This is an optimization exercise on Yosys and OpenROAD, whose aim is small area and a short achievable clock period, not a production implementation.
In this exercise RTL edits were held to simulation tests only and were not proved equivalent to the original.

## flow/design.v (module list and top-level ports; edited modules follow where they fit)
// module FFTSmall: 28573 lines
module FFTSmall(
  input          clock,
  input          reset,
  input          io_in_valid,
  input  [15:0]  io_in_bits_0_real,
  input  [15:0]  io_in_bits_0_imag,
  input  [15:0]  io_in_bits_1_real,
  input  [15:0]  io_in_bits_1_imag,
  input  [15:0]  io_in_bits_2_real,
  input  [15:0]  io_in_bits_2_imag,
  input  [15:0]  io_in_bits_3_real,
  input  [15:0]  io_in_bits_3_imag,
  input  [15:0]  io_in_bits_4_real,
  input  [15:0]  io_in_bits_4_imag,
  input  [15:0]  io_in_bits_5_real,
  input  [15:0]  io_in_bits_5_imag,
  input  [15:0]  io_in_bits_6_real,
  input  [15:0]  io_in_bits_6_imag,
  input  [15:0]  io_in_bits_7_real,
  input  [15:0]  io_in_bits_7_imag,
  input          io_in_sync,
  output         io_out_valid,
  output [15:0]  io_out_bits_0_real,
  output [15:0]  io_out_bits_0_imag,
  output [15:0]  io_out_bits_1_real,
  output [15:0]  io_out_bits_1_imag,
  output [15:0]  io_out_bits_2_real,
  output [15:0]  io_out_bits_2_imag,
  output [15:0]  io_out_bits_3_real,
  output [15:0]  io_out_bits_3_imag,
  output [15:0]  io_out_bits_4_real,
  output [15:0]  io_out_bits_4_imag,
  output [15:0]  io_out_bits_5_real,
  output [15:0]  io_out_bits_5_imag,
  output [15:0]  io_out_bits_6_real,
  output [15:0]  io_out_bits_6_imag,
  output [15:0]  io_out_bits_7_real,
  output [15:0]  io_out_bits_7_imag,
  output         io_out_sync,
  output         io_data_set_end_status,
  input          io_data_set_end_clear
);
  // ...
==> flow/flow/run.sh <==
#!/bin/bash
# Layout flow: the standard layout (standard.sh, all ORFS steps) with two knobs changed:
#  - the port buffers are sky130_fd_sc_hd__buf_4 (BUFFER_PORTS_ARGS) rather than the
#    resizer's default pick (a slow clkdlybuf4s50_1);
#  - repair_timing aims for a setup slack margin of 56 ns (SETUP_SLACK_MARGIN), so that it
#    sizes the longest paths instead of stopping at the 80 ns clock's large slack.
# The clock period, the SDC and all other settings are the standard flow's.  make's full output goes to
# standard_flow.log in this folder; ORFS's per-step logs are under orfs/logs.
set -euo pipefail
bash standard.sh SETUP_SLACK_MARGIN=56 "BUFFER_PORTS_ARGS=-buffer_cell sky130_fd_sc_hd__buf_4" finish > standard_flow.log 2>&1
==> flow/standard.sh <==
#!/bin/bash
# synth_recipe.tcl (not shown) runs the flow's synth.tcl, then flattens the netlist and writes it again
# the make line also repeats each setting of config.mk as NAME=value (left out here)
make -C /OpenROAD-flow-scripts/flow DESIGN_CONFIG=/design/flow/config.mk WORK_HOME=/design/flow/orfs CLKGATE_MAP_FILE= SYNTH_SCRIPT=/design/flow/synth_recipe.tcl "${@:-finish}"
==> flow/config.mk <==
export PLATFORM = sky130hd
export DESIGN_NAME = FFTSmall
export DESIGN_NICKNAME = FFTSmall
export VERILOG_FILES = /design/flow/design.v
export SDC_FILE = /design/flow/constraint.sdc
export NUM_CORES = 4
export LEC_CHECK = 0
export ABC_AREA = 1
export CAP_MARGIN = 20
export CORE_MARGIN = 10
export CORE_UTILIZATION = 45
export SLEW_MARGIN = 20
==> flow/constraint.sdc <==
create_clock -name core_clock -period 80.0 [get_ports {clock}]
set_input_delay 16.0000 -clock core_clock [delete_from_list [all_inputs] [get_ports {clock}]]
set_output_delay 16.0000 -clock core_clock [all_outputs]
set_load 0.01 [all_outputs]
==> flow_metrics.tcl, run 1 <==
set metrics [dict create \
    top_usage_layer "met1" \
    largest_class "multi-input combinational cells" \
    firstDrtPassIters 9 \
    finalSetupViolations 0 \
    outcome "complete, no violations" \
    yosysSeqAreaShare_pct 6.15 \
    synth_top_area_share_pct 40.9 \
    area_growth_pct 14.3 \
    path_buf_inv 7 \
    grt_max_degree 153 \
    worstSetupEndpoint "io_out_bits_7_imag[14]" \
    fp.dieW_um 715 \
    synthCells 24400 \
    seq_area_sq_mm 0.0136 \
    max_cap_violations 0 \
    synthFlopType "dfxtp_1" \
    reg2reg_slack_ps 56210 \
    crit_start "q_7_real[10]" \
    synthMostInstantiatedCell "inv_1" \
    r2r.worst_path.cells 92 \
    synth_top_area_cell "fa_1" \
    die_area_sq_mm 0.512 \
    slew_viol_final 0 \
    cp.depth 41 \
    clk_pin_slew_ps 70 \
    via_per_inst 5.27 \
    postCtsSetupBuffers 330 \
]
==> run 2, diff against run 1 <==
--- a/flow/design.v
+++ b/flow/design.v
@@ -63,17 +63,17 @@
     b_v2 <= b_v2_n;
     d_vd <= b_v2;
     d_cnt <= d_cnt_n;
     d_sync <= d_sync_n;
     t_vd <= b_v2;
     dses <= ~reset & ~io_data_set_end_clear & ((t_vd & ~b_v2) | dses);
   end
   assign io_out_valid = b_v2;
-  assign io_out_sync = d_sync;
+  assign io_out_sync = b_v2 & d_sync;
   assign io_data_set_end_status = dses;
   wire signed [15:0] xv_0_real = io_in_valid ? io_in_bits_0_real : 16'sd0;
   wire signed [15:0] xv_0_imag = io_in_valid ? io_in_bits_0_imag : 16'sd0;
   wire signed [15:0] xv_1_real = io_in_valid ? io_in_bits_1_real : 16'sd0;
   wire signed [15:0] xv_1_imag = io_in_valid ? io_in_bits_1_imag : 16'sd0;
   wire signed [15:0] xv_2_real = io_in_valid ? io_in_bits_2_real : 16'sd0;
   wire signed [15:0] xv_2_imag = io_in_valid ? io_in_bits_2_imag : 16'sd0;
   wire signed [15:0] xv_3_real = io_in_valid ? io_in_bits_3_real : 16'sd0;
==> flow/config.mk (replaced) <==
export PLATFORM = sky130hd
export DESIGN_NAME = FFTSmall
export DESIGN_NICKNAME = FFTSmall
export VERILOG_FILES = /design/flow/design.v
export SDC_FILE = /design/flow/constraint.sdc
export NUM_CORES = 4
export LEC_CHECK = 0
export ABC_AREA = 1
export CAP_MARGIN = 20
export CORE_MARGIN = 10
export CORE_UTILIZATION = 55
export SLEW_MARGIN = 20
==> flow_metrics.tcl, run 2 <==
set metrics [dict create \
    hold_buffers 0 \
    synthFlopType "dfxtp_1" \
    finalSetupViolations 0 \
    synthMostInstantiatedCell "inv_1" \
    max-slew-margin-rel_pct 11.9 \
    path_common_cell "fa_1" \
    netlist-cell-type-count 69 \
    antenna_found_initial 50 \
    endpoint_kind "output pin" \
    cts-buffers-inserted 92 \
    firstDrtPassIters 6 \
    synthCells 24400 \
    hold_viol 0 \
    ant_nets 0 \
    hold_class "flop to flop" \
    grt_pass1_vias 168000 \
    dpl_cell_area_sq_mm 0.228 \
    cts_tree "yes" \
    clock-root-buffer "clkbuf_16" \
    seq_area_sq_mm 0.0136 \
    wire_per_inst_um 27.6 \
    drc_errors 0 \
    grt_remaining_overflow 0 \
    slew_viol_final 0 \
    async_flop_share_pct 0 \
    nets 33400 \
    place.gp.congestion 1.07 \
    yosysSeqAreaShare_pct 6.15 \
    cp-start-kind "flop" \
    grt_use_total_pct 39.2 \
    clock_latency_ps 810 \
    port_buffers 519 \
    syn-num-nets 32300 \
    slowest_stage "dfxtp_1" \
    cts_buffer_depth 3 \
    fin_crit_ps 25620 \
    grt_pass1_wl_mm 1190 \
    ctsHtreeMaxLevel 3 \
    num_vias 170000 \
    grt_max_degree 216 \
    initial_utilization_pct 55.3 \
    synth_area_sq_mm 0.218 \
    die_h_um 649 \
    rsz0062_at_grt "true" \
    crit_fanout 4 \
    mostFrequentLayoutCells "inv_1 (6882), fa_1 (4023), ha_1 (3006)" \
    outcome "complete, no violations" \
    timing.final.crit_share_pct 32.0 \
    synth_top_area_cell "fa_1" \
    worst_pin_slew_ps 1320 \
    top_usage_layer "met1" \
    die_area_sq_mm 0.421 \
    grtUsageMet3_pct 11.0 \
    final.fill_count 33800 \
    final_layout_size_suffix_gt1_share_pct 14.7 \
    via_per_inst 5.50 \
    cp.arrival_ps 9620 \
    crit_type "flop to output pin" \
    routed_wl_mm 850 \
    layout_commonest_cell "inv_1" \
    ys_ff_latch 669 \
    synth_top_area_share_pct 40.9 \
    critPathMaxStageDelay_ps 740 \
    multi_input_area_sq_mm 0.185 \
    max_freq_ghz 0.0390 \
    finalClockSkew_ps 82.9 \
    rows 230 \
    ys_warn_count 1 \
    max_cap_violations 0 \
    stdcell_area_sq_mm 0.248 \
    syn-mean-instance-area_sq_um 8.93 \
    synth-edff-count 0 \
    use_met1_pct 55.9 \
    fp.dieW_um 649 \
    clock-sinks 669 \
    coreArea_sq_mm 0.393 \
    tns_ps 0 \
    yosys-top-cells-area "fa_1 (41%), ha_1 (19%), inv_1 (12%), dfxtp_1 (6.2%), nand2_1 (4.8%)" \
    required_ps 64000 \
    io_pins 520 \
    area_growth_pct 14.1 \
    clk_pin_slew_ps 60 \
    drtIter0Drc 17700 \
    use_met2_pct 55.4 \
    hpwl_mm 754 \
    synth_common_cells "inv_1 (7184), fa_1 (4447), ha_1 (3234), nand2_1 (2768), o21ai_0 (991)" \
]
-- run 2: cell types whose count changed after synthesis, moves of 10 or more --
cell	change
nand2_1	+40
nor2_1	-34
o21ai_0	-22
clkbuf_1	+15
nand2_2	+12
nand3_1	-12
a221oi_1	+11
nand4_1	+11
nor4_1	+10
-- run 2: stage by stage --
stage / instances / setup WS, ps / util [%] / hold WS (ps)
floorplan: 24400 / 55700 / - / 403
global placement: 29900 / 52810 / 58.0 / 498
detailed placement: 29900 / 52570 / 58.1 / 503
CTS: 30400 / 54480 / 61.1 / 478
global route: 30800 / 54180 / 63.1 / 501
finish: 30800 / 54380 / 63.1 / 483
-- run 2: final timing paths --
| kind | start | to | slack, ps | cells past startpoint |
|---|---|---|---|---|
| max | q_7_imag[10] | io_out_bits_7_real[12] | 54380 | 37 |
| min | r1_2_real[13] | r2_2_real[13] | 480 | 2 |
| max reg2reg | r1_1_real[1] | q_7_imag[18] | 56090 | 101 |
| min reg2reg | r1_2_real[13] | r2_2_real[13] | 480 | 2 |
-- run 2: kinds of logic (layout without fill, tap and decap cells) --
kind of cell    after synthesis  in the layout  synth area share [%]
flops                       669            669                  6.15
buf+inv                    7654           8839                  13.2
fa+ha+maj                  7681           7681                  59.5
other cells                   0             24                     0
compound gates             2794           2794                  7.69
mux                          40             40                 0.184
xor+xnor                   1193           1193                  4.86
simple gates               4347           4349                  8.39
-- run 2: cell type report --
cell class              instances  area share, %
well taps                    5220           2.63
clock buffers                 136           1.08
multi-input cells           16100           74.7
flip-flops and latches        669           5.46
repair buffers               1471           4.86
diodes                         24         0.0242
clock inverters                33          0.238
inverters                    7199           11.0
-- run 2: repair_timing --
item                                    4_1_cts  5_1_grt
resized for setup                          1327     1199
pin swaps                                   414      614
gates cloned                                  3        1
endpoints found under the setup margin      396      340
buffers inserted                            383      372
-- run 2: routing by layer --
metal	vias to the layer above	wire, um
li1	75000	-
met1	85500	359000
met2	7878	342000
met3	1188	97100
met4	34	50800
met5	-	240
-- run 2: worst max-delay path: cells and delay by family (launching register included) --
family                     cells  cell delay, ps
DFF                            1             740
and+or+nand+nor                8            1110
buffers and inverters          7             730
adders and majority gates     11            4820
AOI/OAI and AO/OA             11            1450

## static timing again, ports no longer ideal
The flow's constraints put no driver on any port. The routed layouts listed below were extracted and timed again, unchanged, in two steps.
Step 1 assumes that a clkbuf_16 drives the clock port and a buf_2 every other input.
Step 2 also shifts input and output timing later by t, the mid clock arrival at the registers, as if the neighbouring blocks saw the same clock.
a / b / c = no drivers / after step 1 / after step 2; a / b = the first two.
run	t, ns	setup WS [ns]	worst data-port slew with drivers (ns)
run 1	0.957	54.343 / 54.244 / 54.935	0.21
run 2	0.885	54.382 / 54.267 / 55.152	0.13
After both steps every run listed still meets setup and hold.
